Source: an optimization exercise on an open RTL-to-GDS flow (aim: small area, a short achievable clock period and few clock cycles per item). Production flows keep margins and buffers that such runs may drop.
At most, simulation tests tie the RTL to the original design; equivalence was not proved.
For run 1, only the layout was checked, not whether the RTL still works.

## flow/design.v (module list and top-level ports; edited modules follow where they fit)
// module accelerator: 1340 lines
module accelerator (
    input  logic clk, rst,
    input  logic signed [31:0] a0,
    input  logic signed [31:0] a1,
    input  logic signed [31:0] a2,
    input  logic signed [31:0] a3,
    input  logic signed [31:0] a4,
    input  logic signed [31:0] a5,
    input  logic signed [31:0] a6,
    input  logic signed [31:0] a7,
    input  logic signed [31:0] b0,
    input  logic signed [31:0] b1,
    input  logic signed [31:0] b2,
    input  logic signed [31:0] b3,
    input  logic signed [31:0] b4,
    input  logic signed [31:0] b5,
    input  logic signed [31:0] b6,
    input  logic signed [31:0] b7,
    input  logic start,
    output logic done,
    output logic signed [63:0] result
);
  // ...
==> flow/flow/run.sh <==
#!/bin/bash
set -euo pipefail
MARGIN=${MARGIN:-7.8}
R=orfs/results/sky130hd/accelerator/base
bash standard.sh synth > synth.log 2>&1
cp $R/1_2_yosys.v polfix_in.v
python3 flow/polfix.py polfix_in.v $R/1_2_yosys.v > polfix.log 2>&1
bash standard.sh synth > synth2.log 2>&1
bash standard.sh "BUFFER_PORTS_ARGS=-buffer_cell sky130_fd_sc_hd__buf_1" \
    SETUP_SLACK_MARGIN=$MARGIN finish > layout.log 2>&1
==> flow/flow/polfix.py <==
#!/usr/bin/env python3
"""Remove inverters between full adders in a flat Yosys netlist.

A full adder is self-dual: with all three inputs complemented it gives both
outputs complemented. Yosys's adder extraction leaves inverters between many
sky130 fa cells; this pass chooses, for each fa cell, whether it works on
complemented signals, so that as few inverters as possible are needed, and
rewires the netlist to match. Registers, ports and all other cells are left
as they are.

usage: polfix.py IN.v OUT.v
"""
import re
import sys
import random
from collections import defaultdict

OUT_PINS = {"X", "Y", "Q", "Q_N", "SUM", "COUT", "HI", "LO"}

src = open(sys.argv[1]).read()
mod_start = src.index("module ")
body_start = None
cell_re = re.compile(r"^  (sky130_fd_sc_hd__\w+) (\S+)\s+\((.*?)\n  \);\n", re.S | re.M)
pin_re = re.compile(r"\.(\w+)\(([^()]*)\)")

cells = []
first = None
last = None
for m in cell_re.finditer(src):
    if first is None:
        first = m.start()
    last = m.end()
    typ, name, body = m.group(1), m.group(2), m.group(3)
    pins = [(p, n.strip()) for p, n in pin_re.findall(body)]
    cells.append({"type": typ, "name": name, "pins": pins})
head = src[:first]
tail = src[last:]
# anything between cells other than whitespace would be lost: check
between = cell_re.sub("", src[first:last])
assert between.strip() == "", "unexpected text between cells"
assert tail.strip() == "endmodule", "unexpected text after cells"
assert "assign" not in tail and "assign" not in head.split(");", 1)[1], "assign statements present"

# output ports
outs = set()
for m in re.finditer(r"^\s*output\s+(\[(\d+):(\d+)\]\s+)?(\S+);", head, re.M):
    nm = m.group(4)
    if m.group(1):
        hi, lo = int(m.group(2)), int(m.group(3))
        for i in range(min(hi, lo), max(hi, lo) + 1):
            outs.add(f"{nm}[{i}]")
    else:
        outs.add(nm)

drv = {}
loads = defaultdict(list)  # net -> [(cell index, pin)]
for ci, c in enumerate(cells):
    for p, n in c["pins"]:
        if p in OUT_PINS:
            drv[n] = (ci, p)
        else:
            loads[n].append((ci, p))


def is_inv(ci):
    return cells[ci]["type"].startswith("sky130_fd_sc_hd__inv_")


def is_fa(ci):
    return cells[ci]["type"].startswith("sky130_fd_sc_hd__fa_")


XSWAP = {"sky130_fd_sc_hd__xor2_1": "sky130_fd_sc_hd__xnor2_1",
         "sky130_fd_sc_hd__xnor2_1": "sky130_fd_sc_hd__xor2_1"}


def is_xs(ci):
    return cells[ci]["type"] in XSWAP


def pin(ci, p):
    for q, n in cells[ci]["pins"]:
        if q == p:
            return n
    raise KeyError(p)


# roots: nets not driven by an inverter; chains of inverters hang off them
uses = defaultdict(list)     # root -> [(ci, pin, parity)]
chain_invs = defaultdict(list)
fixed = set()


def walk(root, net, par):
    if net in outs:
        fixed.add(root)
    for ci, p in loads[net]:
        if is_inv(ci):
            chain_invs[root].append(ci)
            walk(root, pin(ci, "Y"), par ^ 1)
        else:
            uses[root].append((ci, p, par))


roots = [n for n in set(list(drv) + list(loads)) if not (n in drv and is_inv(drv[n][0]))]
for r in roots:
    walk(r, r, 0)

# the roots this pass rewires: those touching an fa cell, not feeding a port
fa_cells = [ci for ci in range(len(cells)) if is_fa(ci)]
touch = set()
for r in roots:
    if r in fixed:
        continue
    d = drv.get(r)
    if (d and is_fa(d[0])) or any(is_fa(ci) for ci, _, _ in uses[r]):
        if chain_invs[r] or (d and is_fa(d[0])) or True:
            touch.add(r)
frozen = set()
for r in roots:
    if r in fixed:
        d = drv.get(r)
        if d and is_fa(d[0]):
            frozen.add(d[0])
        for ci, _, _ in uses[r]:
            if is_fa(ci):
                frozen.add(ci)
# an inverter chain may also feed fa pins of a root that we touch; all good.

x = defaultdict(int)
fa_roots = defaultdict(set)
for r in touch:
    d = drv.get(r)
    if d and (is_fa(d[0]) or is_xs(d[0])):
        fa_roots[d[0]].add(r)
    for ci, _, _ in uses[r]:
        if is_fa(ci):
            fa_roots[ci].add(r)


def cost(r):
    d = drv.get(r)
    pol = x[d[0]] if d and (is_fa(d[0]) or is_xs(d[0])) else 0
    need1 = False
    for ci, p, par in uses[r]:
        need = par ^ pol ^ (x[ci] if is_fa(ci) else 0)
        if need:
            need1 = True
            break
    return 1 if need1 else 0


before = sum(len(set(chain_invs[r])) for r in touch)
total = sum(cost(r) for r in touch)
rng = random.Random(1)
def outnet(ci):
    for q, n in cells[ci]["pins"]:
        if q in OUT_PINS:
            return n


xs_cells = [ci for ci in range(len(cells)) if is_xs(ci) and outnet(ci) in touch]
order = [f for f in fa_cells if f not in frozen] + xs_cells
import math
best = dict(x)
best_total = total
T = 2.0
steps = 1500000
for it in range(steps):
    T = 2.0 * (1 - it / steps) + 0.01
    f = order[rng.randrange(len(order))]
    rs = fa_roots[f]
    old = sum(cost(r) for r in rs)
    x[f] ^= 1
    new = sum(cost(r) for r in rs)
    dlt = new - old
    if dlt <= 0 or rng.random() < math.exp(-dlt / T):
        total += dlt
        if total < best_total:
            best_total = total
            best = dict(x)
    else:
        x[f] ^= 1
x = defaultdict(int, best)
total = best_total

# rewrite
dead = set()
for r in touch:
    dead.update(chain_invs[r])
newcells = []
newnets = []
k = 0
for r in sorted(touch):
    d = drv.get(r)
    pol = x[d[0]] if d and (is_fa(d[0]) or is_xs(d[0])) else 0
    if d and is_xs(d[0]) and pol:
        cells[d[0]]["type"] = XSWAP[cells[d[0]]["type"]]
        cells[d[0]]["pins"] = [({"X": "Y", "Y": "X"}.get(q, q), n) for q, n in cells[d[0]]["pins"]]
    inv_net = None
    for ci, p, par in uses[r]:
        need = par ^ pol ^ (x[ci] if is_fa(ci) else 0)
        net = r
        if need:
            if inv_net is None:
                k += 1
                inv_net = f"_polfix_n{k}_"
                newnets.append(inv_net)
                newcells.append({"type": "sky130_fd_sc_hd__inv_1", "name": f"_polfix_i{k}_",
                                 "pins": [("A", r), ("Y", inv_net)]})
            net = inv_net
        c = cells[ci]
        c["pins"] = [(q, net if q == p else n) for q, n in c["pins"]]
        # a cell may use the same root on two pins with different needs;
        # replace one pin at a time
for ci in sorted(dead):
    pass

out = [head]
for nn in newnets:
    out.append(f"  wire {nn};\n")
for ci, c in enumerate(cells + newcells):
    if ci < len(cells) and ci in dead:
        continue
    pins = ",\n".join(f"    .{p}({n + ' ' if n.startswith(chr(92)) else n})" for p, n in c["pins"])
    out.append(f"  {c['type']} {c['name']}{' ' if c['name'].startswith(chr(92)) else ''} (\n{pins}\n  );\n")
out.append(tail)
open(sys.argv[2], "w").write("".join(out))
flipped = sum(1 for f in fa_cells if x[f])
print(f"polfix: {len(fa_cells)} fa cells, {flipped} flipped, {len(frozen)} frozen; "
      f"inverters on touched nets {before} -> {k}", file=sys.stderr)
==> flow/standard.sh <==
#!/bin/bash
# synth_recipe.tcl (not shown) runs the flow's synth.tcl, then flattens the netlist and writes it again
# the make line also repeats each setting of config.mk as NAME=value (left out here)
make -C /OpenROAD-flow-scripts/flow DESIGN_CONFIG=/design/flow/config.mk WORK_HOME=/design/flow/orfs CLKGATE_MAP_FILE= SYNTH_SCRIPT=/design/flow/synth_recipe.tcl "${@:-finish}"
==> flow/config.mk <==
export PLATFORM = sky130hd
export DESIGN_NAME = accelerator
export DESIGN_NICKNAME = accelerator
export VERILOG_FILES = /design/flow/design.v
export SDC_FILE = /design/flow/constraint.sdc
export NUM_CORES = 4
export LEC_CHECK = 0
export CAP_MARGIN = 20
export CORE_MARGIN = 2
export CORE_UTILIZATION = 40
export SLEW_MARGIN = 20
==> flow/constraint.sdc <==
create_clock -name core_clock -period 12.0 [get_ports {clk}]
set_input_delay 2.4000 -clock core_clock [delete_from_list [all_inputs] [get_ports {clk}]]
set_output_delay 2.4000 -clock core_clock [all_outputs]
set_load 0.01 [all_outputs]
==> notes.md, run 1 <==
Status
The run finished with no timing, DRC or antenna violations.

Floorplan
The y dimension of the die is approximately 300 um. The count of pins on the block boundary is slightly below 600. The total area inside the core boundary comes to a little under 90,000 um^2.

Critical path
Together, buffers and inverters on the worst path number 1. The worst flop-to-flop path startpoint is one[12]$_DFF_P_. The required time at the endpoint of the critical path is around 12 ns. Broken down by cell family, the worst path's largest delay share belongs to adder cells. The critical path launch point is one[12]$_DFF_P_. The number of cells on the worst reg-to-reg path is 9. The largest stage delay on the critical path is 0.56 ns.

Finish
The fraction of final cell area spent on non-clock buffers in this run is 0.124. The sequential share of cell area is 0.140. Clock buffers in the final layout number between 50 and 60. The total area of sequential cells is 5850 um^2. In the layout the commonest cells are sky130_fd_sc_hd__buf_1 (579), sky130_fd_sc_hd__fa_1 (547), sky130_fd_sc_hd__a22oi_1 (533). The final-layout fill cell count is slightly above 8,000.

Of the cells placed in the final design, the portion with a size suffix greater than 1 is 0.105.

STA
The portion of the clock cycle consumed by the worst path in the final layout is 0.351. The slew at the pin closest to its max-slew limit is around 1.2 ns. Headroom to the max-slew limit came out at 0.189.

The maximum clock frequency is between 200 and 250 MHz. The final hold violation count was 0. The accumulated negative setup slack is 0 ns.

Global routing
For this run, global-route usage on met1 was measured as 0.433. The initial antenna violation count came to 16. The via count of the first global-routing pass came to roughly 33,000.

Synth
The number of synthesis warnings is 1. After synthesis the cells add up to 35,000 um^2. The synthesized area divided by synthesized cell count is around 10 um^2.

Routing
After detailed routing, the number of remaining DRC violations is 0. The sum of met3 wire segment lengths after detailed routing is 21,300 um. Wire segments on met2 add up to between 70,000 and 80,000 um in the final route. Dividing the detail-routed via count by the number of cells gives 6.37.

Hold path
The startpoint identified for the worst hold timing path is S[0]$_DFF_P_. The depth of the worst hold-timing path is 0.

Placement
Timing analysis after detailed placement gives a worst setup slack of 6.96 ns.

Clock network
The post-cts gate resize count is about 100. In this run the number of H-tree levels came out at 2. TritonCTS built the clock tree. The clock insertion delay at the later pin of the skew report is between 0.5 and 0.6 ns.
==> run 2, diff against run 1 <==
--- a/flow/design.v
+++ b/flow/design.v
@@ -48,31 +48,30 @@
                 if (!start) done_reg <= 1'b0;
             end else if (start) begin
                 run <= 1'b1;
                 c   <= 4'd1;
             end
         end
     end
     assign done = done_reg;
-    logic [31:0] amux, bmux;
-    always_comb begin
-        case (c[2:0])
-            3'd0: begin amux = a0; bmux = b0; end
-            3'd1: begin amux = a1; bmux = b1; end
-            3'd2: begin amux = a2; bmux = b2; end
-            3'd3: begin amux = a3; bmux = b3; end
-            3'd4: begin amux = a4; bmux = b4; end
-            3'd5: begin amux = a5; bmux = b5; end
-            3'd6: begin amux = a6; bmux = b6; end
-            default: begin amux = a7; bmux = b7; end
-        endcase
+    logic [7:0] sel, selb;
+    always_ff @(posedge clk, posedge rst) begin
+        if (rst) sel <= 8'd1;
+        else if (run) sel <= c[3] ? 8'd1 : {sel[6:0], sel[7]};
+        else if (!done_reg && !fin && start) sel <= 8'd2;
     end
+    assign selb = sel & {8{ld}};
+    logic [31:0] amux, bmux;
+    assign amux = ({32{sel[0]}} & a0) | ({32{sel[1]}} & a1) | ({32{sel[2]}} & a2) | ({32{sel[3]}} & a3)
+                | ({32{sel[4]}} & a4) | ({32{sel[5]}} & a5) | ({32{sel[6]}} & a6) | ({32{sel[7]}} & a7);
+    assign bmux = ({32{selb[0]}} & b0) | ({32{selb[1]}} & b1) | ({32{selb[2]}} & b2) | ({32{selb[3]}} & b3)
+                | ({32{selb[4]}} & b4) | ({32{selb[5]}} & b5) | ({32{selb[6]}} & b6) | ({32{selb[7]}} & b7);
     logic [31:0] bg;
-    assign bg = ld ? bmux : 32'd0;
+    assign bg = bmux;
     logic [15:0] neg_d, one_d, two_d;
     always_comb begin
         for (int i = 0; i < 16; i++) begin
             logic lo, mid, hi;
             lo  = (i == 0) ? 1'b0 : bg[2*i-1];
             mid = bg[2*i];
             hi  = bg[2*i+1];
             neg_d[i] = hi;
@@ -1330,11 +1329,33 @@
     logic [63:0] s_n, c_n;
     assign s_n = {t1132, t1128, t1127, t1122, t1110, t1102, t1093, t1092, t1072, t1060, t1047, t1033, t1018, t1002, t985, t984, t948, t928, t907, t885, t862, t838, t813, t787, t760, t732, t703, t673, t642, t610, t577, t544, t512, t480, t450, t420, t392, t364, t338, t312, t288, t264, t242, t220, t200, t180, t162, t144, t128, t112, t98, t84, t72, t60, t50, t40, t32, t24, t18, t12, t8, t4, t2, t1};
     assign c_n = {t1134, t1131, t1123, t1117, t1116, t1109, t1101, t1083, t1082, t1071, t1059, t1046, t1032, t1017, t1001, t967, t966, t947, t927, t906, t884, t861, t837, t812, t786, t759, t731, t702, t672, t641, t609, t576, t543, t511, t479, t449, t419, t391, t363, t337, t311, t287, t263, t241, t219, t199, t179, t161, t143, t127, t111, t97, t83, t71, t59, t49, t39, t31, t23, t17, t11, t7, t3, 1'b0};
     always_ff @(posedge clk) begin
         S <= s_n;
         C <= c_n;
     end
     logic [63:0] R;
-    always_ff @(posedge clk) R <= S + C;
+    logic [63:0] ap, ag, lc, lp, sum;
+    logic [15:0] bgn, bpr;
+    logic [16:0] bc;
+    always_comb begin
+        ap = S ^ C;
+        ag = S & C;
+        for (int i = 0; i < 16; i++) begin
+            lc[4*i] = 1'b0;
+            lp[4*i] = 1'b1;
+            for (int j = 1; j < 4; j++) begin
+                lc[4*i+j] = ag[4*i+j-1] | (ap[4*i+j-1] & lc[4*i+j-1]);
+                lp[4*i+j] = lp[4*i+j-1] & ap[4*i+j-1];
+            end
+            bgn[i] = ag[4*i+3] | (ap[4*i+3] & lc[4*i+3]);
+            bpr[i] = lp[4*i+3] & ap[4*i+3];
+        end
+        bc[0] = 1'b0;
+        for (int i = 0; i < 16; i++)
+            bc[i+1] = bgn[i] | (bpr[i] & bc[i]);
+        for (int i = 0; i < 64; i++)
+            sum[i] = ap[i] ^ (lc[i] | (lp[i] & bc[i/4]));
+    end
+    always_ff @(posedge clk) R <= sum;
     assign result = R;
 endmodule
==> flow/flow/run.sh (replaced) <==
#!/bin/bash
set -euo pipefail
MARGIN=${MARGIN:-7.5}
R=orfs/results/sky130hd/accelerator/base
bash standard.sh synth > synth.log 2>&1
cp $R/1_2_yosys.v polfix_in.v
python3 flow/polfix.py polfix_in.v $R/1_2_yosys.v > polfix.log 2>&1
bash standard.sh synth > synth2.log 2>&1
bash standard.sh "BUFFER_PORTS_ARGS=-buffer_cell sky130_fd_sc_hd__buf_1" \
    SETUP_SLACK_MARGIN=$MARGIN finish > layout.log 2>&1
==> run 2 against run 1 <==
Flip-flop and latch count is 8 higher. Via count is 9.7% lower. Utilization is 2.7 points lower. Final area is 9.2% lower. Synthesized cell count is 8.1% lower. Still clean on timing, DRC and antenna. First-iteration DRC count is 22% lower. Sequential share of layout area is 2.0 points higher. Setup slack worse by 0.21 ns. Critical path type unchanged. Non-clock buffer count is 150 lower.
==> notes.md, run 2 <==
Finish
The synthesis-to-layout area growth is 12.9% (was 19.5%). The commonest non-fill, non-tap cell in the layout is sky130_fd_sc_hd__a22oi_1 (was sky130_fd_sc_hd__buf_1). The ratio of cells with drive above 1 in the final layout is 0.0633 (was 0.105).

Commonest cells after routing, fill and taps aside: sky130_fd_sc_hd__a22oi_1 (742), sky130_fd_sc_hd__buf_1 (579), sky130_fd_sc_hd__fa_1 (572) (was sky130_fd_sc_hd__buf_1 (579), sky130_fd_sc_hd__fa_1 (547), sky130_fd_sc_hd__a22oi_1 (533)). The number of nets in the finished design was 4,703 (was 5,093). The combined area of the multi-input logic cells was 26,000 um^2 (was 27,700 um^2). The total area of sequential cells is 6050 um^2 (was 5850 um^2). Biggest regs: R x64, S x64, C x63 (unchanged). The final-layout fill cell count was 8,053 (was 8,088).

Floorplan
The area of the die was 86,400 um^2 (was 89,900 um^2). The chip width came to 294 um (was 300 um). The number of standard-cell rows in the floorplan is 106 (was 108). The effective utilization at floorplan was 0.403 (was 0.404). The placeable core region is 83,400 um^2 (was 86,800 um^2). The y dimension of the die is 294 um (was 300 um). The count of pins on the block boundary is 580 (unchanged).

Synth
The cell area after technology mapping was 33,600 um^2 (was 35,000 um^2). The post-synth net total is 4,383 (was 4,659). The number of synthesis warnings was 1 (unchanged). The synthesized area divided by synthesized cell count was 10.4 um^2 (was 9.94 um^2). The number of cells produced by synthesis is 3,235 (was 3,521).

Routing
The remaining antenna violation count is 0 (unchanged). The DRC violation total after the first TritonRoute iteration is 3,892 (was 4,978). The per-cell routed wire length is 33.3 um (was 32.4 um). The routed wire length is 157,000 um (was 167,000 um).

The number of vias per cell after detailed routing is 6.30 (was 6.37). The overall via count from detail_route came to 29,600 (was 32,800). The detailed-route DRC error count is 0 (unchanged). The number of search-and-repair iterations in the first detailed-routing pass is 9 (was 10).

Placement
The placement-stage worst setup slack came to 6.96 ns (about the same). The number of I/O port buffers is 579 (unchanged). The total half-perimeter wirelength after legalization and detailed placement came to 111,000 um (was 110,000 um). The weighted congestion reported at the end of routability-driven placement is 1.01 (about the same).

Global routing
The maximum number of pins on one net before global-route repair is 71 (was 76). The via count of the first global-routing pass was 30,300 (was 33,000). The initial antenna violation count is 61 (was 16). The global-route track usage on met1 is 0.414 (was 0.433). The aggregate global routing overflow is 0 (unchanged). The first-pass GRT wire length was 224,000 um (was 234,000 um). The fraction of met3 tracks used by global routing came to 0.116 (was 0.124). The most congested layer reported by global routing is met2 (unchanged).

The routing usage on met2 came to 0.553 (was 0.539). The total global-route track usage is 0.364 (was 0.357).

Clock network
The master cell of the clock root buffer is sky130_fd_sc_hd__clkbuf_16 (unchanged). The deepest clock path buffer count was 3 (unchanged). The total CTS buffers came to 39 (was 35). The clock-pin slew on the worst setup and hold paths came to 0.06 ns (was 0.07 ns). The clock sink count is 287 (was 279). The H-tree depth is 2 (unchanged). The clock insertion delay at the later pin of the skew report is 0.59 ns (about the same). The CTS tree is built (unchanged).

STA
The worst clock skew on the final layout is 0.0377 ns (was 0.0287 ns). The slew at the pin closest to its max-slew limit came to 0.939 ns (was 1.22 ns). The worst slew margin relative to its limit is 0.373 (was 0.189).

The maximum clock frequency came to 226 MHz (was 237 MHz). The portion of the clock cycle consumed by the worst path in the final layout is 0.369 (was 0.351). The final hold violation count came to 0 (unchanged). The max-slew violation count is 0 (unchanged). The post-layout minimum cycle time is 4.42 ns (was 4.22 ns). The accumulated negative setup slack is 0 ns (unchanged). The least setup slack across all paths after layout came to 7.58 ns (was 7.78 ns). The final number of setup-violating endpoints is 0 (unchanged). Unrepaired setup endpoints after global routing: no (was yes).

Status
Result of the run: no timing/DRC/antenna violations (unchanged).

Hold path
The class of the tightest hold or removal check is flip-flop to flip-flop (unchanged).

Run
The max-cap check violation count is 0 (unchanged).

Critical path
The biggest fanout along the worst timing path is 33 (was 7). The required time at the endpoint of the critical path was 12.47 ns (about the same). The endpoint class of the critical path is a flip-flop (unchanged). The kind of start point of the critical path is a flip-flop (unchanged). The start-to-end type of the worst setup path is flip-flop to flip-flop (unchanged). The arrival time at the worst endpoint came to 4.89 ns (was 4.69 ns).
run 2: cell types whose count changed in the layout (fill, tap and decap cells not counted), moves of 26 or more:
cell	before	now
sky130_fd_sc_hd__nand2b_1	101	69
sky130_fd_sc_hd__a22oi_1	533	742
sky130_fd_sc_hd__and4_1	1	27
sky130_fd_sc_hd__a21oi_1	144	40
sky130_fd_sc_hd__nor2_1	80	41
sky130_fd_sc_hd__mux2_2	44	1
sky130_fd_sc_hd__o21ai_0	99	38
sky130_fd_sc_hd__nand2_1	110	56
sky130_fd_sc_hd__a222oi_1	85	0
sky130_fd_sc_hd__buf_4	76	34
sky130_fd_sc_hd__buf_12	67	1
run 2: critical path, stage by stage (launching register included):
cell                      delay [ns]
sky130_fd_sc_hd__dfxtp_2        0.31
sky130_fd_sc_hd__buf_4          0.44
sky130_fd_sc_hd__a22oi_1        0.20
sky130_fd_sc_hd__xor2_1         0.20
sky130_fd_sc_hd__fa_1           0.54
sky130_fd_sc_hd__fa_1           0.55
sky130_fd_sc_hd__fa_1           0.53
sky130_fd_sc_hd__fa_1           0.47
sky130_fd_sc_hd__fa_1           0.51
sky130_fd_sc_hd__fa_1           0.47
run 2: repair_timing:
action / in CTS / in global routing
hold buffers: 0 / 0
gates resized for setup: 54 / 18
pin swaps: 0 / 1
setup endpoints to repair: 45 / 49
hold endpoints to repair: 0 / 0
buffers inserted: 0 / 3
run 2: path summary, 6_finish.rpt:
kind	from	cells after the start	slack, ns	end
min	S[0]$_DFF_P_	0	0.37	R[0]$_DFF_P_
max in group asynchronous	rst	2	9.63	first$_DFF_PP0_
min in group asynchronous	rst	2	1.89	fin$_DFF_PP0_
min reg2reg	S[0]$_DFF_P_	0	0.37	R[0]$_DFF_P_
max reg2reg	one[5]$_DFF_P_	9	7.58	C[29]$_DFF_P_
max	one[5]$_DFF_P_	9	7.58	C[29]$_DFF_P_
run 2: metal layers:
metal / part of all wire / wire, um / up-vias
met2: 0.44 / 69600 / 2316
met1: 0.34 / 52500 / 14700
met4: 0.11 / 16700 / 24
li1: - / - / 11900
met5: 0.0014 / 218 / -
met3: 0.11 / 17600 / 641
run 2: stage by stage:
stage	cells	hold WS [ns]	utilization	cell area (um^2)
finish	4701	0.372	0.455	38000
global route	4690	0.407	0.455	37900
CTS	4661	0.392	0.453	37800
detailed placement	4590	0.373	0.436	36300
global placement	4590	0.373	0.436	36300
floorplan	3235	0.324	-	33600
run 2: area by class of cell:
class	instances	share of cell area
diodes	36	0.00237
clock buffers	54	0.0294
clock inverters	17	0.00461
inverters	145	0.0145
multi-input cells	2455	0.686
flip-flops and latches	287	0.159
well taps	1080	0.0356
repair buffers	627	0.0684
Testbench counts of run 2, summed over its fixed seeds: cycles 10,552, items 960.
==> run 3, diff against run 2 <==
--- a/flow/flow/run.sh
+++ b/flow/flow/run.sh
@@ -1,6 +1,6 @@
 #!/bin/bash
 set -euo pipefail
-MARGIN=${MARGIN:-7.5}
+MARGIN=${MARGIN:-7.0}
 R=orfs/results/sky130hd/accelerator/base
 bash standard.sh synth > synth.log 2>&1
 cp $R/1_2_yosys.v polfix_in.v
--- a/flow/flow/polfix.py
+++ b/flow/flow/polfix.py
@@ -70,8 +70,23 @@
     return cells[ci]["type"].startswith("sky130_fd_sc_hd__fa_")
 
 
-XSWAP = {"sky130_fd_sc_hd__xor2_1": "sky130_fd_sc_hd__xnor2_1",
-         "sky130_fd_sc_hd__xnor2_1": "sky130_fd_sc_hd__xor2_1"}
+# cells whose output can be complemented by a swap to another cell type:
+# type -> (other type, its output pin, area change)
+PAIRS = [("xor2_1", "X", "xnor2_1", "Y", 8.7584, 8.7584),
+         ("nand2b_1", "Y", "and2b_1", "X", 6.256, 7.5072),
+         ("nor2b_1", "Y", "or2b_1", "X", 6.256, 7.5072),
+         ("nand2_1", "Y", "and2_1", "X", 3.7536, 6.256),
+         ("nor2_1", "Y", "or2_1", "X", 3.7536, 6.256),
+         ("a21oi_1", "Y", "a21o_1", "X", 5.0048, 7.5072),
+         ("o21ai_0", "Y", "o21a_1", "X", 5.0048, 7.5072),
+         ("a22oi_1", "Y", "a22o_1", "X", 7.5072, 8.7584),
+         ("nand3_1", "Y", "and3_1", "X", 5.0048, 6.256),
+         ("clkbuf_1", "X", "clkinv_1", "Y", 3.7536, 3.7536)]
+XSWAP = {}
+for t1, p1, t2, p2, a1, a2 in PAIRS:
+    XSWAP["sky130_fd_sc_hd__" + t1] = ("sky130_fd_sc_hd__" + t2, p1, p2, a2 - a1)
+    XSWAP["sky130_fd_sc_hd__" + t2] = ("sky130_fd_sc_hd__" + t1, p2, p1, a1 - a2)
+INV_AREA = 3.7536
 
 
 def is_xs(ci):
@@ -113,9 +128,8 @@
     if r in fixed:
         continue
     d = drv.get(r)
-    if (d and is_fa(d[0])) or any(is_fa(ci) for ci, _, _ in uses[r]):
-        if chain_invs[r] or (d and is_fa(d[0])) or True:
-            touch.add(r)
+    if (d and (is_fa(d[0]) or is_xs(d[0]))) or any(is_fa(ci) for ci, _, _ in uses[r]) or chain_invs[r]:
+        touch.add(r)
 frozen = set()
 for r in roots:
     if r in fixed:
@@ -141,13 +155,12 @@
 def cost(r):
     d = drv.get(r)
     pol = x[d[0]] if d and (is_fa(d[0]) or is_xs(d[0])) else 0
-    need1 = False
+    c0 = XSWAP[cells[d[0]]["type"]][3] if pol and d and is_xs(d[0]) else 0.0
     for ci, p, par in uses[r]:
         need = par ^ pol ^ (x[ci] if is_fa(ci) else 0)
         if need:
-            need1 = True
-            break
-    return 1 if need1 else 0
+            return INV_AREA + c0
+    return c0
 
 
 before = sum(len(set(chain_invs[r])) for r in touch)
@@ -159,7 +172,8 @@
             return n
 
 
-xs_cells = [ci for ci in range(len(cells)) if is_xs(ci) and outnet(ci) in touch]
+xs_cells = [ci for ci in range(len(cells)) if is_xs(ci) and outnet(ci) in touch
+            and drv.get(outnet(ci), (None,))[0] == ci]
 order = [f for f in fa_cells if f not in frozen] + xs_cells
 import math
 best = dict(x)
@@ -167,7 +181,7 @@
 T = 2.0
 steps = 1500000
 for it in range(steps):
-    T = 2.0 * (1 - it / steps) + 0.01
+    T = 8.0 * (1 - it / steps) + 0.04
     f = order[rng.randrange(len(order))]
     rs = fa_roots[f]
     old = sum(cost(r) for r in rs)
@@ -195,8 +209,9 @@
     d = drv.get(r)
     pol = x[d[0]] if d and (is_fa(d[0]) or is_xs(d[0])) else 0
     if d and is_xs(d[0]) and pol:
-        cells[d[0]]["type"] = XSWAP[cells[d[0]]["type"]]
-        cells[d[0]]["pins"] = [({"X": "Y", "Y": "X"}.get(q, q), n) for q, n in cells[d[0]]["pins"]]
+        nt, po, pn, _ = XSWAP[cells[d[0]]["type"]]
+        cells[d[0]]["type"] = nt
+        cells[d[0]]["pins"] = [(pn if q == po else q, n) for q, n in cells[d[0]]["pins"]]
     inv_net = None
     for ci, p, par in uses[r]:
         need = par ^ pol ^ (x[ci] if is_fa(ci) else 0)
@@ -227,5 +242,7 @@
 out.append(tail)
 open(sys.argv[2], "w").write("".join(out))
 flipped = sum(1 for f in fa_cells if x[f])
-print(f"polfix: {len(fa_cells)} fa cells, {flipped} flipped, {len(frozen)} frozen; "
+nsw = sum(1 for f in xs_cells if x[f])
+print(f"polfix: cost (inverter + swap area) {before * INV_AREA:.1f} -> {total:.1f} um2", file=sys.stderr)
+print(f"polfix: {len(fa_cells)} fa cells, {flipped} flipped, {nsw} cells swapped, {len(frozen)} frozen; "
       f"inverters on touched nets {before} -> {k}", file=sys.stderr)
==> run 3 against run 2 <==
Global-route usage shrank 3.5 points. Clock skew shrank 0.00080 ns. Highest routed layer unchanged.
==> notes.md, run 3 <==
STA
The maximum clock frequency is 207 MHz (was 226 MHz). The final hold violation count is 0 (unchanged). The final number of setup-violating endpoints was 0 (unchanged).

Unrepaired setup endpoints after global routing: no (unchanged). The post-layout minimum cycle time is 4.84 ns (was 4.42 ns). The portion of the clock cycle consumed by the worst path in the final layout is 0.403 (was 0.369). The worst slew margin relative to its limit was 0.169 (was 0.373). The max-slew violation count was 0 (unchanged). The accumulated negative setup slack is 0 ns (unchanged). The slew at the pin closest to its max-slew limit came to 1.25 ns (was 0.939 ns).

The worst clock skew on the final layout came to 0.0369 ns (was 0.0377 ns).

Critical path
The arrival time at the worst endpoint is 5.30 ns (was 4.89 ns). The cell class contributing the biggest share of worst-path delay is adder cells (unchanged). The endpoint class of the critical path is a flip-flop (unchanged). The largest stage delay on the critical path came to 1.14 ns (was 0.55 ns). The required time at the endpoint of the critical path came to 12.46 ns (was 12.47 ns). The number of buffer and inverter instances along the worst setup path is 0 (was 1). The number of cells on the worst reg-to-reg path is 8 (was 9). The biggest fanout along the worst timing path is 33 (unchanged). The start-to-end type of the worst setup path is flip-flop to flip-flop (unchanged).

The cell type with the highest occurrence count on the critical path is sky130_fd_sc_hd__fa_1 (unchanged). The critical path depth came to 8 (was 9). Worst-path cell chain: a22oi_1 -> xor2_1 -> fa_1 -> fa_1 -> fa_1 -> fa_1 -> fa_1 -> fa_1 (was buf_4 -> a22oi_1 -> xor2_1 -> fa_1 -> fa_1 -> fa_1 -> fa_1 -> fa_1 -> fa_1). The slowest cell on the critical path was sky130_fd_sc_hd__dfxtp_2 (was sky130_fd_sc_hd__fa_1). The kind of start point of the critical path is a flip-flop (unchanged).

Global routing
The first-pass GRT wire length is 206,000 um (was 224,000 um). The maximum number of pins on one net before global-route repair was 72 (was 71). The aggregate global routing overflow is 0 (unchanged). The initial antenna violation count was 9 (was 61). The total global-route track usage is 0.328 (was 0.364). The via count of the first global-routing pass is 29,900 (was 30,300).

Finish
The synthesis-to-layout area growth is 11.9% (was 12.9%). Commonest cells after routing, fill and taps aside: sky130_fd_sc_hd__a22oi_1 (744), sky130_fd_sc_hd__buf_1 (579), sky130_fd_sc_hd__fa_1 (572) (was sky130_fd_sc_hd__a22oi_1 (742), sky130_fd_sc_hd__buf_1 (579), sky130_fd_sc_hd__fa_1 (572)). The combined area of the multi-input logic cells was 26,100 um^2 (was 26,000 um^2). The total area of sequential cells is 5920 um^2 (was 6050 um^2). The final-layout fill cell count was 8,020 (was 8,053).

Biggest regs: R x64, S x64, C x63 (unchanged). The number of nets in the finished design came to 4,626 (was 4,703). The finished layout cell area is 37,400 um^2 (was 38,000 um^2). The ratio of cells with drive above 1 in the final layout came to 0.0616 (was 0.0633). The commonest non-fill, non-tap cell in the layout is sky130_fd_sc_hd__a22oi_1 (unchanged).

Floorplan
The area of the die is 86,000 um^2 (was 86,400 um^2). The effective utilization at floorplan was 0.402 (was 0.403). The count of pins on the block boundary was 580 (unchanged).

The y dimension of the die is 293 um (was 294 um). The placeable core region is 83,300 um^2 (was 83,400 um^2). The number of standard-cell rows in the floorplan is 106 (unchanged). The chip width was 293 um (was 294 um).

Routing
The remaining antenna violation count is 0 (unchanged). The per-cell routed wire length is 30.9 um (was 33.3 um). The detailed-route DRC error count was 0 (unchanged). The DRC violation total after the first TritonRoute iteration was 3,503 (was 3,892). The number of search-and-repair iterations in the first detailed-routing pass is 6 (was 9). The routed wire length is 142,000 um (was 157,000 um).

The overall via count from detail_route is 28,500 (was 29,600). The number of vias per cell after detailed routing is 6.21 (was 6.30).

Clock network
The clock sink count was 287 (unchanged). The H-tree depth is 2 (unchanged). The post-CTS repair timing setup buffer count came to 0 (unchanged). The clock-pin slew on the worst setup and hold paths is 0.06 ns (about the same). The hold buffer count at CTS was 0 (unchanged). The clock insertion delay at the later pin of the skew report is 0.60 ns (was 0.59 ns). The CTS tree is built (unchanged). The master cell of the clock root buffer is sky130_fd_sc_hd__clkbuf_16 (unchanged). The deepest clock path buffer count is 3 (unchanged).

The total CTS buffers was 39 (unchanged).

Hold path
The class of the tightest hold or removal check is flip-flop to flip-flop (unchanged). The depth of the worst hold-timing path is 0 (unchanged).

Status
Result of the run: no timing/DRC/antenna violations (unchanged).

Placement
The weighted congestion reported at the end of routability-driven placement is 0.999 (was 1.01). The total half-perimeter wirelength after legalization and detailed placement is 98,900 um (was 111,000 um). The number of I/O port buffers is 579 (unchanged). The placed instance area is 36,100 um^2 (was 36,300 um^2).

Run
The max-cap check violation count was 0 (unchanged).

Synth
The number of synthesis warnings is 1 (unchanged). The cell area after technology mapping was 33,500 um^2 (was 33,600 um^2). The synthesized area divided by synthesized cell count is 10.6 um^2 (was 10.4 um^2).

The post-synth net total is 4,311 (was 4,383). The number of cells produced by synthesis is 3,163 (was 3,235).
[run 3: worst paths after layout]
kind | from | to | slack [ns]
max in group asynchronous | rst | first$_DFF_PP0_ | 9.61
max | one[5]$_DFF_P_ | C[29]$_DFF_P_ | 7.16
max reg2reg | one[5]$_DFF_P_ | C[29]$_DFF_P_ | 7.16
min | S[0]$_DFF_P_ | R[0]$_DFF_P_ | 0.38
min in group asynchronous | rst | done_reg$_DFFE_PP0N_ | 1.94
min reg2reg | S[0]$_DFF_P_ | R[0]$_DFF_P_ | 0.38
[run 3: through the flow]
stage | utilization | setup slack [ns] | cells | hold slack (ns)
finish | 0.450 | 7.16 | 4595 | 0.380
global route | 0.450 | 7.09 | 4594 | 0.385
CTS | 0.449 | 7.27 | 4586 | 0.382
detailed placement | 0.434 | 6.90 | 4517 | 0.369
global placement | 0.434 | 6.98 | 4517 | 0.369
floorplan | - | 7.68 | 3163 | 0.324
[run 3: layout make-up]
class                   instances  area share
clock inverters                17     0.00508
clock buffers                  52      0.0296
multi-input cells            2455       0.697
inverters                      73     0.00732
repair buffers                622      0.0667
well taps                    1080      0.0361
diodes                          9    0.000601
flip-flops and latches        287       0.158
[run 3: layer usage]
| metal | track usage | share of wire |
|---|---|---|
| met1 | 0.392 | 0.35 |
| met2 | 0.513 | 0.45 |
| met3 | 0.0878 | 0.11 |
| met4 | 0.236 | 0.080 |
| met5 | 0 | 0.00023 |
[run 3: what timing repair did]
item | CTS | global route
pin swaps | 0 | 0
endpoints found under the setup margin | 3 | 1
gates resized for setup | 1 | 1
==> run 4, diff against run 3 <==
--- a/flow/flow/run.sh
+++ b/flow/flow/run.sh
@@ -1,6 +1,6 @@
 #!/bin/bash
 set -euo pipefail
-MARGIN=${MARGIN:-7.0}
+MARGIN=${MARGIN:-7.7}
 R=orfs/results/sky130hd/accelerator/base
 bash standard.sh synth > synth.log 2>&1
 cp $R/1_2_yosys.v polfix_in.v
==> run 4 against run 3 <==
Setup slack improved by 0.50 ns. Register-to-register slack improved by 0.50 ns. Final cell count rose by 2.0%. Hold slack improved by 0.00067 ns. Critical path type unchanged. Final area rose by 6.1%. Still clean. Clock skew fell by 0.010 ns.
==> notes.md, run 4 <==
STA
The final number of setup-violating endpoints came to 0 (unchanged). The maximum clock frequency is 230 MHz (was 207 MHz). The slew at the pin closest to its max-slew limit is 0.892 ns (was 1.25 ns). The worst slew margin relative to its limit was 0.405 (was 0.169). The portion of the clock cycle consumed by the worst path in the final layout is 0.362 (was 0.403). The least setup slack across all paths after layout is 7.65 ns (was 7.16 ns). Unrepaired setup endpoints after global routing: yes (was no). The accumulated negative setup slack is 0 ns (unchanged). The final hold violation count was 0 (unchanged). The worst clock skew on the final layout is 0.0265 ns (was 0.0369 ns). The max-slew violation count came to 0 (unchanged). The post-layout minimum cycle time is 4.35 ns (was 4.84 ns).

Global routing
The first-pass GRT wire length is 210,000 um (was 206,000 um). The total global-route track usage is 0.336 (was 0.328). The initial antenna violation count is 9 (unchanged). The aggregate global routing overflow is 0 (unchanged).

The maximum number of pins on one net before global-route repair is 75 (was 72). The via count of the first global-routing pass is 30,400 (was 29,900).

Critical path
The biggest fanout along the worst timing path was 17 (was 33). The arrival time at the worst endpoint is 4.81 ns (was 5.30 ns). The start-to-end type of the worst setup path is flip-flop to flip-flop (unchanged). The cell type with the highest occurrence count on the critical path is sky130_fd_sc_hd__fa_1 (unchanged). The critical path launch point was opA[20]$_DFF_P_ (was one[5]$_DFF_P_). Worst-path cell chain: buf_12 -> a22oi_1 -> xor2_1 -> fa_1 -> fa_1 -> fa_1 -> fa_1 -> fa_1 -> fa_1 (was a22oi_1 -> xor2_1 -> fa_1 -> fa_1 -> fa_1 -> fa_1 -> fa_1 -> fa_1). The number of cells on the worst reg-to-reg path is 9 (was 8). The worst flop-to-flop path startpoint is opA[20]$_DFF_P_ (was one[5]$_DFF_P_).

The slowest cell on the critical path is sky130_fd_sc_hd__dfxtp_4 (was sky130_fd_sc_hd__dfxtp_2). The cell class contributing the biggest share of worst-path delay was adder cells (unchanged). The critical path depth came to 9 (was 8). The required time at the endpoint of the critical path is 12.47 ns (was 12.46 ns).

The number of buffer and inverter instances along the worst setup path is 1 (was 0). The endpoint class of the critical path was a flip-flop (unchanged). The largest stage delay on the critical path came to 0.67 ns (was 1.14 ns). The kind of start point of the critical path is a flip-flop (unchanged).

Placement
The placed instance area is 36,200 um^2 (was 36,100 um^2). The placement-stage worst setup slack was 6.89 ns (was 6.90 ns). The number of I/O port buffers is 579 (unchanged). The total half-perimeter wirelength after legalization and detailed placement is 99,300 um (was 98,900 um).

The weighted congestion reported at the end of routability-driven placement came to 0.959 (was 0.999).

Synth
The number of cells produced by synthesis is 3,163 (unchanged). The post-synth net total is 4,311 (unchanged). The number of synthesis warnings came to 1 (unchanged). The cell area after technology mapping is 33,500 um^2 (unchanged). The synthesized area divided by synthesized cell count is 10.6 um^2 (unchanged).

Routing
The number of vias per cell after detailed routing is 6.35 (was 6.21). The number of search-and-repair iterations in the first detailed-routing pass is 9 (was 6). The routed wire length is 155,000 um (was 142,000 um). The remaining antenna violation count was 0 (unchanged). The DRC violation total after the first TritonRoute iteration is 4,141 (was 3,503). The per-cell routed wire length is 33.0 um (was 30.9 um). The overall via count from detail_route came to 29,800 (was 28,500). The detailed-route DRC error count is 0 (unchanged).

Hold path
The depth of the worst hold-timing path came to 0 (unchanged). The beginning of the worst hold path is S[0]$_DFF_P_ (unchanged). The class of the tightest hold or removal check is flip-flop to flip-flop (unchanged).

Clock network
The master cell of the clock root buffer is sky130_fd_sc_hd__clkbuf_16 (unchanged). The clock-pin slew on the worst setup and hold paths is 0.06 ns (about the same). The clock insertion delay at the later pin of the skew report is 0.59 ns (was 0.60 ns).

The hold buffer count at CTS is 0 (unchanged). The total CTS buffers was 38 (was 39). The CTS tree was built (unchanged). The clock sink count is 287 (unchanged). The deepest clock path buffer count was 3 (unchanged).

The H-tree depth was 2 (unchanged).

Floorplan
The y dimension of the die was 293 um (unchanged). The count of pins on the block boundary came to 580 (unchanged). The number of standard-cell rows in the floorplan is 106 (unchanged). The chip width is 293 um (unchanged). The area of the die came to 86,000 um^2 (unchanged).

The effective utilization at floorplan is 0.402 (unchanged). The placeable core region came to 83,300 um^2 (unchanged).

Finish
The number of nets in the finished design is 4,719 (was 4,626). The ratio of cells with drive above 1 in the final layout is 0.0911 (was 0.0616). The finished layout cell area is 39,700 um^2 (was 37,400 um^2).

Commonest cells after routing, fill and taps aside: sky130_fd_sc_hd__a22oi_1 (741), sky130_fd_sc_hd__buf_1 (579), sky130_fd_sc_hd__fa_1 (571) (was sky130_fd_sc_hd__a22oi_1 (744), sky130_fd_sc_hd__buf_1 (579), sky130_fd_sc_hd__fa_1 (572)). The commonest non-fill, non-tap cell in the layout is sky130_fd_sc_hd__a22oi_1 (unchanged). The final-layout fill cell count was 7,796 (was 8,020). Biggest regs: R x64, S x64, C x63 (unchanged). The synthesis-to-layout area growth is 18.8% (was 11.9%).

Run
The max-cap check violation count is 0 (unchanged).

Status
Result of the run: no timing/DRC/antenna violations (unchanged).
==> run 4: changes by cell type in the layout (fill, tap and decap cells not counted), sizes merged <==
cell,delta
buf,+88
bufbuf,+1
clkinvlp,-1
inv,-3
bufinv,+2
diode,-1
clkbuf,+3
clkinv,+3
==> run 4: repair_timing <==
| action | CTS | global route |
|---|---|---|
| pin swaps | 1 | 8 |
| resized for setup | 77 | 55 |
| setup buffers | 19 | 67 |
| endpoints found under the setup margin | 86 | 51 |
| cloned | 1 | 1 |
==> run 4: layout make-up <==
class | instances | area, um^2 | area share
Timing Repair Buffer | 716 | 4510 | 0.114
Antenna cell | 8 | 20.0 | 0.000504
Tap cell | 1080 | 1350 | 0.0340
Inverter | 73 | 282 | 0.00708
Clock inverter | 18 | 234 | 0.00589
Sequential cell | 287 | 6050 | 0.152
Clock buffer | 50 | 1140 | 0.0287
Multi-Input combinational cell | 2455 | 26200 | 0.658
==> run 4: metal layers <==
layer / GRT usage / vias to the layer above / wire, um
met5: 0.00340 / - / 79
met4: 0.236 / 6 / 14000
met3: 0.0930 / 662 / 19700
met2: 0.528 / 2475 / 68200
met1: 0.400 / 14700 / 52600
li1: - / 11900 / -
==> run 4: final timing paths <==
| path | endpoint | slack, ns |
|---|---|---|
| worst min register to register | R[0]$_DFF_P_ | 0.38 |
| worst max-delay path | C[27]$_DFF_P_ | 7.65 |
| worst max register to register | C[27]$_DFF_P_ | 7.65 |
| worst min-delay path | R[0]$_DFF_P_ | 0.38 |
| max in group asynchronous | first$_DFF_PP0_ | 9.63 |
| min in group asynchronous | done_reg$_DFFE_PP0N_ | 1.90 |
==> run 4: through the flow <==
stage / std cells / hold slack (ns) / util
floorplan: 3163 / 0.324 / -
global placement: 4522 / 0.369 / 0.434
finish: 4687 / 0.381 / 0.477
global route: 4686 / 0.400 / 0.477
CTS: 4611 / 0.382 / 0.459
detailed placement: 4523 / 0.367 / 0.434
==> run 5, diff against run 4 <==
==> flow/flow/run.sh (replaced) <==
#!/bin/bash
set -euo pipefail
MARGIN=${MARGIN:-7.5}
R=orfs/results/sky130hd/accelerator/base
bash standard.sh synth > synth.log 2>&1
cp $R/1_2_yosys.v polfix_in.v
python3 flow/polfix.py polfix_in.v $R/1_2_yosys.v > polfix.log 2>&1
bash standard.sh synth > synth2.log 2>&1
bash standard.sh "BUFFER_PORTS_ARGS=-buffer_cell sky130_fd_sc_hd__buf_1" \
    "CTS_BUF_LIST=sky130_fd_sc_hd__clkbuf_4 sky130_fd_sc_hd__clkbuf_8" \
    SETUP_SLACK_MARGIN=$MARGIN finish > layout.log 2>&1
==> run 5 against run 4 <==
Still clean on timing, DRC and antenna. Area after synthesis is the same. Setup slack lost 0.14 ns. Die area did not move. Fmax down 3.1%. Sequential share of layout area is 0.82 points higher. Critical path type unchanged. Highest routed layer is now met4.
==> notes.md, run 5 <==
Floorplan
The area of the die is 86,000 um^2 (unchanged). The count of pins on the block boundary is 580 (unchanged). The placeable core region is 83,300 um^2 (unchanged).

The y dimension of the die came to 293 um (unchanged). The chip width came to 293 um (unchanged). The number of standard-cell rows in the floorplan is 106 (unchanged). The effective utilization at floorplan is 0.402 (unchanged).

Placement
The number of I/O port buffers is 579 (unchanged). The total half-perimeter wirelength after legalization and detailed placement is 98,900 um (was 99,300 um). The weighted congestion reported at the end of routability-driven placement is 0.999 (was 0.959).

Synth
The number of synthesis warnings came to 1 (unchanged). The post-synth net total is 4,311 (unchanged). The number of cells produced by synthesis came to 3,163 (unchanged).

The synthesized area divided by synthesized cell count was 10.6 um^2 (unchanged). The cell area after technology mapping is 33,500 um^2 (unchanged).

Finish
The ratio of cells with drive above 1 in the final layout is 0.0768 (was 0.0911). Commonest cells after routing, fill and taps aside: sky130_fd_sc_hd__a22oi_1 (744), sky130_fd_sc_hd__buf_1 (579), sky130_fd_sc_hd__fa_1 (572) (was sky130_fd_sc_hd__a22oi_1 (741), sky130_fd_sc_hd__buf_1 (579), sky130_fd_sc_hd__fa_1 (571)). The commonest non-fill, non-tap cell in the layout is sky130_fd_sc_hd__a22oi_1 (unchanged). Biggest regs: R x64, S x64, C x63 (unchanged).

The final core area utilization is 0.453 (was 0.477). The synthesis-to-layout area growth is 12.9% (was 18.8%). The number of nets in the finished design is 4,652 (was 4,719).

Clock network
The clock sink count is 287 (unchanged). The total CTS buffers is 58 (was 38). The H-tree depth came to 2 (unchanged). The hold buffer count at CTS was 0 (unchanged). The clock insertion delay at the later pin of the skew report came to 0.70 ns (was 0.59 ns).

The clock-pin slew on the worst setup and hold paths came to 0.06 ns (about the same). The deepest clock path buffer count came to 3 (unchanged). The master cell of the clock root buffer is sky130_fd_sc_hd__clkbuf_8 (was sky130_fd_sc_hd__clkbuf_16). The CTS tree is built (unchanged).

Critical path
The kind of start point of the critical path is a flip-flop (unchanged). The endpoint class of the critical path is a flip-flop (unchanged). The start-to-end type of the worst setup path is flip-flop to flip-flop (unchanged). The required time at the endpoint of the critical path is 12.56 ns (was 12.47 ns). The arrival time at the worst endpoint is 5.05 ns (was 4.81 ns). The biggest fanout along the worst timing path is 32 (was 17).

STA
The final number of setup-violating endpoints is 0 (unchanged). The accumulated negative setup slack is 0 ns (unchanged). The slew at the pin closest to its max-slew limit is 0.978 ns (was 0.892 ns). The portion of the clock cycle consumed by the worst path in the final layout is 0.374 (was 0.362). The post-layout minimum cycle time is 4.48 ns (was 4.35 ns). The max-slew violation count is 0 (unchanged). The worst clock skew on the final layout is 0.0573 ns (was 0.0265 ns). The final hold violation count was 0 (unchanged).

The maximum clock frequency was 223 MHz (was 230 MHz). The worst slew margin relative to its limit is 0.343 (was 0.405). The worst slack on hold paths is 0.381 ns (about the same). Unrepaired setup endpoints after global routing: yes (unchanged).

Global routing
The aggregate global routing overflow is 0 (unchanged). The via count of the first global-routing pass is 30,200 (was 30,400). The initial antenna violation count was 11 (was 9). The total global-route track usage is 0.330 (was 0.336). The maximum number of pins on one net before global-route repair came to 72 (was 75). The first-pass GRT wire length came to 207,000 um (was 210,000 um).

Run
The max-cap check violation count is 0 (unchanged).

Routing
The routed wire length is 143,000 um (was 155,000 um). The number of vias per cell after detailed routing is 6.20 (was 6.35). The per-cell routed wire length is 30.9 um (was 33.0 um). The detailed-route DRC error count is 0 (unchanged). The number of search-and-repair iterations in the first detailed-routing pass is 7 (was 9). The remaining antenna violation count is 0 (unchanged). The DRC violation total after the first TritonRoute iteration came to 3,596 (was 4,141). The overall via count from detail_route is 28,800 (was 29,800).

Status
Result of the run: no timing/DRC/antenna violations (unchanged).

Hold path
The class of the tightest hold or removal check is flip-flop to flip-flop (unchanged).
## run 5: final timing paths
kind | startpoint | endpoint | slack [ns] | depth (start not counted)
setup / recovery | opA[29]$_DFF_P_ | C[32]$_DFF_P_ | 7.52 | 9
hold / removal | S[0]$_DFF_P_ | R[0]$_DFF_P_ | 0.38 | 0
setup reg to reg | opA[29]$_DFF_P_ | C[32]$_DFF_P_ | 7.52 | 9
hold reg to reg | S[0]$_DFF_P_ | R[0]$_DFF_P_ | 0.38 | 0
max in group asynchronous | rst | first$_DFF_PP0_ | 9.68 | 2
min in group asynchronous | rst | sel[4]$_DFFE_PP0P_ | 1.86 | 2
## run 5: timing repair
| item | in CTS | in global routing |
|---|---|---|
| endpoints found under the hold margin | 0 | 0 |
| pin swaps | 0 | 1 |
| gates resized for setup | 56 | 10 |
| endpoints found under the setup margin | 60 | 29 |
| setup buffers | 1 | 6 |
## run 5: layout make-up
| class | count | area, um^2 |
|---|---|---|
| fill | 7999 | 45500 |
| multi-input combinational | 2455 | 26100 |
| sequential | 287 | 6060 |
| timing repair buffer | 629 | 2670 |
| tap | 1080 | 1350 |
| clock buffer | 83 | 1050 |
| inverter | 73 | 282 |
| clock inverter | 26 | 245 |
| antenna | 10 | 25.0 |
## run 5: critical path, cell delays in order, from the launching register on
cell and delay (ns):
sky130_fd_sc_hd__dfxtp_2 0.32, sky130_fd_sc_hd__buf_4 0.52, sky130_fd_sc_hd__a22oi_1 0.22, sky130_fd_sc_hd__xnor2_1 0.25
sky130_fd_sc_hd__fa_1 0.48, sky130_fd_sc_hd__fa_1 0.60, sky130_fd_sc_hd__fa_1 0.48, sky130_fd_sc_hd__fa_1 0.47
sky130_fd_sc_hd__fa_1 0.51, sky130_fd_sc_hd__fa_1 0.49
## run 5: through the flow
stage	cells	worst slack (ns)	instance area, um^2
finish	4643	7.52	37800
global route	4643	7.46	37800
CTS	4627	7.46	37600
detailed placement	4517	6.90	36100
global placement	4517	6.98	36100
floorplan	3163	7.68	33500
## run 5: metal layers
metal	vias to the layer above	GRT usage	part of all wire
li1	11800	-	-
met1	14300	0.394	0.35
met2	2182	0.516	0.45
met3	542	0.0896	0.11
met4	0	0.233	0.083
met5	-	0	0
==> run 6, diff against run 5 <==
--- a/flow/flow/run.sh
+++ b/flow/flow/run.sh
@@ -7,5 +7,4 @@
 python3 flow/polfix.py polfix_in.v $R/1_2_yosys.v > polfix.log 2>&1
 bash standard.sh synth > synth2.log 2>&1
 bash standard.sh "BUFFER_PORTS_ARGS=-buffer_cell sky130_fd_sc_hd__buf_1" \
-    "CTS_BUF_LIST=sky130_fd_sc_hd__clkbuf_4 sky130_fd_sc_hd__clkbuf_8" \
     SETUP_SLACK_MARGIN=$MARGIN finish > layout.log 2>&1
--- a/flow/config.mk
+++ b/flow/config.mk
@@ -5,6 +5,7 @@
 export SDC_FILE = /design/flow/constraint.sdc
 export NUM_CORES = 4
 export LEC_CHECK = 0
+export ABC_AREA = 1
 export CAP_MARGIN = 20
 export CORE_MARGIN = 2
 export CORE_UTILIZATION = 40
==> run 6 against run 5 <==
Critical path type is now input port to flip-flop. Die area shrank 0.52%. Clock skew shrank 0.031 ns. Final cell count grew 9.6%. Synthesized cell count grew 11%. First-iteration DRC count grew 0.86%.
==> notes.md, run 6 <==
Floorplan
The effective utilization at floorplan is 0.405 (was 0.402). The area of the die is 85,500 um^2 (was 86,000 um^2). The count of pins on the block boundary was 580 (unchanged). The chip width is 292 um (was 293 um). The y dimension of the die is 292 um (was 293 um).

The placeable core region was 82,200 um^2 (was 83,300 um^2). The number of standard-cell rows in the floorplan is 105 (was 106).

Critical path
The biggest fanout along the worst timing path is 45 (was 32). The required time at the endpoint of the critical path is 12.52 ns (was 12.56 ns). The worst flop-to-flop path startpoint is neg[6]$_DFF_P_ (was opA[29]$_DFF_P_). The arrival time at the worst endpoint is 4.98 ns (was 5.05 ns). The last element of the critical path is two[0]$_DFF_P_ (was C[32]$_DFF_P_).

The endpoint class of the critical path is a flip-flop (unchanged). The kind of start point of the critical path was an input port (was flip-flop). The minimum setup slack among reg-to-reg paths is 7.54 ns (was 7.52 ns). The critical register-to-register path endpoint was C[45]$_DFF_P_ (was C[32]$_DFF_P_). The number of cells on the worst reg-to-reg path is 10 (was 9).

The start-to-end type of the worst setup path is input port to flip-flop (was flip-flop to flip-flop). The critical path launch point was start (was opA[29]$_DFF_P_).

STA
The maximum clock frequency is 224 MHz (was 223 MHz). The slew at the pin closest to its max-slew limit was 1.23 ns (was 0.978 ns). The worst clock skew on the final layout was 0.0267 ns (was 0.0573 ns). The accumulated negative setup slack was 0 ns (unchanged). The final hold violation count was 0 (unchanged). The portion of the clock cycle consumed by the worst path in the final layout is 0.372 (was 0.374).

The final number of setup-violating endpoints is 0 (unchanged). The post-layout minimum cycle time is 4.46 ns (was 4.48 ns). The worst slack on hold paths came to 0.380 ns (was 0.381 ns). The max-slew violation count was 0 (unchanged). Unrepaired setup endpoints after global routing: yes (unchanged). The worst slew margin relative to its limit is 0.179 (was 0.343).

Status
Result of the run: no timing/DRC/antenna violations (unchanged).

Global routing
The via count of the first global-routing pass is 31,400 (was 30,200). The total global-route track usage is 0.363 (was 0.330). The maximum number of pins on one net before global-route repair came to 69 (was 72). The aggregate global routing overflow is 0 (unchanged).

The initial antenna violation count was 56 (was 11). The first-pass GRT wire length was 224,000 um (was 207,000 um).

Routing
The routed wire length came to 158,000 um (was 143,000 um). The per-cell routed wire length is 31.1 um (was 30.9 um). The number of vias per cell after detailed routing is 6.03 (was 6.20). The DRC violation total after the first TritonRoute iteration is 3,627 (was 3,596). The detailed-route DRC error count is 0 (unchanged).

The remaining antenna violation count is 0 (unchanged). The overall via count from detail_route is 30,700 (was 28,800). The number of search-and-repair iterations in the first detailed-routing pass is 7 (unchanged).

Placement
The number of I/O port buffers is 579 (unchanged). The placed instance area is 36,400 um^2 (was 36,100 um^2). The total placed cells including tap cells is 4,941 (was 4,517). The total half-perimeter wirelength after legalization and detailed placement is 118,000 um (was 98,900 um). The weighted congestion reported at the end of routability-driven placement came to 1.01 (was 0.999).

Clock network
The CTS tree is built (unchanged). The total CTS buffers is 39 (was 58). The clock insertion delay at the later pin of the skew report was 0.59 ns (was 0.70 ns). The deepest clock path buffer count is 3 (unchanged). The master cell of the clock root buffer is sky130_fd_sc_hd__clkbuf_16 (was sky130_fd_sc_hd__clkbuf_8). The clock-pin slew on the worst setup and hold paths is 0.06 ns (about the same). The H-tree depth came to 2 (unchanged). The hold buffer count at CTS is 0 (unchanged). The clock sink count is 287 (unchanged).

Finish
The commonest non-fill, non-tap cell in the layout is sky130_fd_sc_hd__buf_1 (was sky130_fd_sc_hd__a22oi_1). The finished layout cell area is 38,600 um^2 (was 37,800 um^2). The synthesis-to-layout area growth is 16.1% (was 12.9%).

Commonest cells after routing, fill and taps aside: sky130_fd_sc_hd__buf_1 (579), sky130_fd_sc_hd__fa_1 (568), sky130_fd_sc_hd__o22ai_1 (499) (was sky130_fd_sc_hd__a22oi_1 (744), sky130_fd_sc_hd__buf_1 (579), sky130_fd_sc_hd__fa_1 (572)). The final-layout fill cell count was 8,062 (was 7,999). Biggest regs: R x64, S x64, C x63 (unchanged). The number of nets in the finished design is 5,108 (was 4,652). The post-route non-filler standard cell count is 5,090 (was 4,643).

The ratio of cells with drive above 1 in the final layout is 0.0788 (was 0.0768).

Synth
The synthesized area divided by synthesized cell count is 9.50 um^2 (was 10.6 um^2). The cell area after technology mapping is 33,300 um^2 (was 33,500 um^2). The post-synth net total is 4,653 (was 4,311). The number of cells produced by synthesis is 3,505 (was 3,163). The number of synthesis warnings came to 1 (unchanged).

Run
The max-cap check violation count came to 0 (unchanged).

Hold path
The class of the tightest hold or removal check is flip-flop to flip-flop (unchanged).
run 6: how the worst min path moves through the flow:
stage | from | to | depth (start not counted)
after floorplan | S[0]$_DFF_P_ | R[0]$_DFF_P_ | 0
after global placement | S[0]$_DFF_P_ | R[0]$_DFF_P_ | 0
after detailed placement | S[0]$_DFF_P_ | R[0]$_DFF_P_ | 0
after CTS | S[0]$_DFF_P_ | R[0]$_DFF_P_ | 0
after global routing | S[0]$_DFF_P_ | R[0]$_DFF_P_ | 0
final | S[0]$_DFF_P_ | R[0]$_DFF_P_ | 0
run 6: routing by layer:
metal	up-vias	GRT usage	share of wire	wire (um)
li1	12700	-	-	-
met1	15000	0.410	0.33	52200
met5	-	0	0.00044	69
met4	6	0.315	0.11	16900
met2	2337	0.578	0.46	72400
met3	649	0.0870	0.10	16500
run 6: final cells by class:
type | instances | area, um^2 | share of cell area
Timing Repair Buffer | 717 | 3440 | 0.0891
Clock buffer | 51 | 1120 | 0.0290
Timing Repair inverter | 3 | 18.8 | 0.000486
Antenna cell | 36 | 90.1 | 0.00233
Tap cell | 1070 | 1340 | 0.0346
Clock inverter | 14 | 104 | 0.00269
Sequential cell | 287 | 5860 | 0.152
Multi-Input combinational cell | 2660 | 25600 | 0.662
Inverter | 252 | 1060 | 0.0275
run 6: stage by stage:
step,setup slack [ns],utilization
after floorplan,7.51,-
after global placement,6.43,0.443
after detailed placement,6.40,0.443
after CTS,7.51,0.463
after global routing,7.40,0.470
final,7.54,0.470
run 6: what timing repair did:
action                     in CTS  in global routing
cloned                          2                  3
gates resized for setup        59                 93
pin swaps                       0                 10
hold endpoints to repair        0                  0
setup endpoints to repair     110                 68
buffers inserted               31                 12
run 6: critical path, stage by stage:
cell                       delay (ns)
sky130_fd_sc_hd__buf_1           0.08
sky130_fd_sc_hd__nand2_1         0.14
sky130_fd_sc_hd__nand2_1         0.27
sky130_fd_sc_hd__nand2_4         0.31
sky130_fd_sc_hd__inv_2           0.23
sky130_fd_sc_hd__buf_6           0.29
sky130_fd_sc_hd__nand3_1         0.14
sky130_fd_sc_hd__nand3_1         0.11
sky130_fd_sc_hd__a221oi_1        0.49
sky130_fd_sc_hd__nand4_1         0.34
sky130_fd_sc_hd__nor2_1          0.17

## port drivers added, routing unchanged
Ports are ideal in the flow. The routed layouts listed here were re-timed in OpenROAD.
Step 1 sets driving cells, clkbuf_16 on the clock port and buf_2 on the other inputs (assumed; they add their load-dependent delay and slew).
Step 2 moves the port delays by t, midway between the first and last clock arrival at a register: inputs arrive t later, outputs are due t later. That takes back most of the time a late clock gives input paths.
a / b / c = ideal / step 1 / step 2; a / b = the first two.
run | t (ns) | slack for setup (ns) | clock arrival spread, ns
run 1 | 0.635 | 7.784 / 7.784 / 7.355 | 0.029 / 0.029
run 2 | 0.645 | 7.578 / 7.578 / 7.175 | 0.038 / 0.037
run 3 | 0.645 | 7.159 / 7.159 / 6.859 | 0.037 / 0.037
run 4 | 0.645 | 7.655 / 7.655 / 7.222 | 0.029 / 0.029
run 5 | 0.734 | 7.517 / 7.517 / 6.945 | 0.060 / 0.060
run 6 | 0.629 | 7.536 / 7.502 / 6.872 | 0.026 / 0.027
After both steps every run listed still meets setup and hold. For run 6, which loses most, drivers alone change the setup slack by -0.034 ns; drivers and shift together by -0.664 ns.
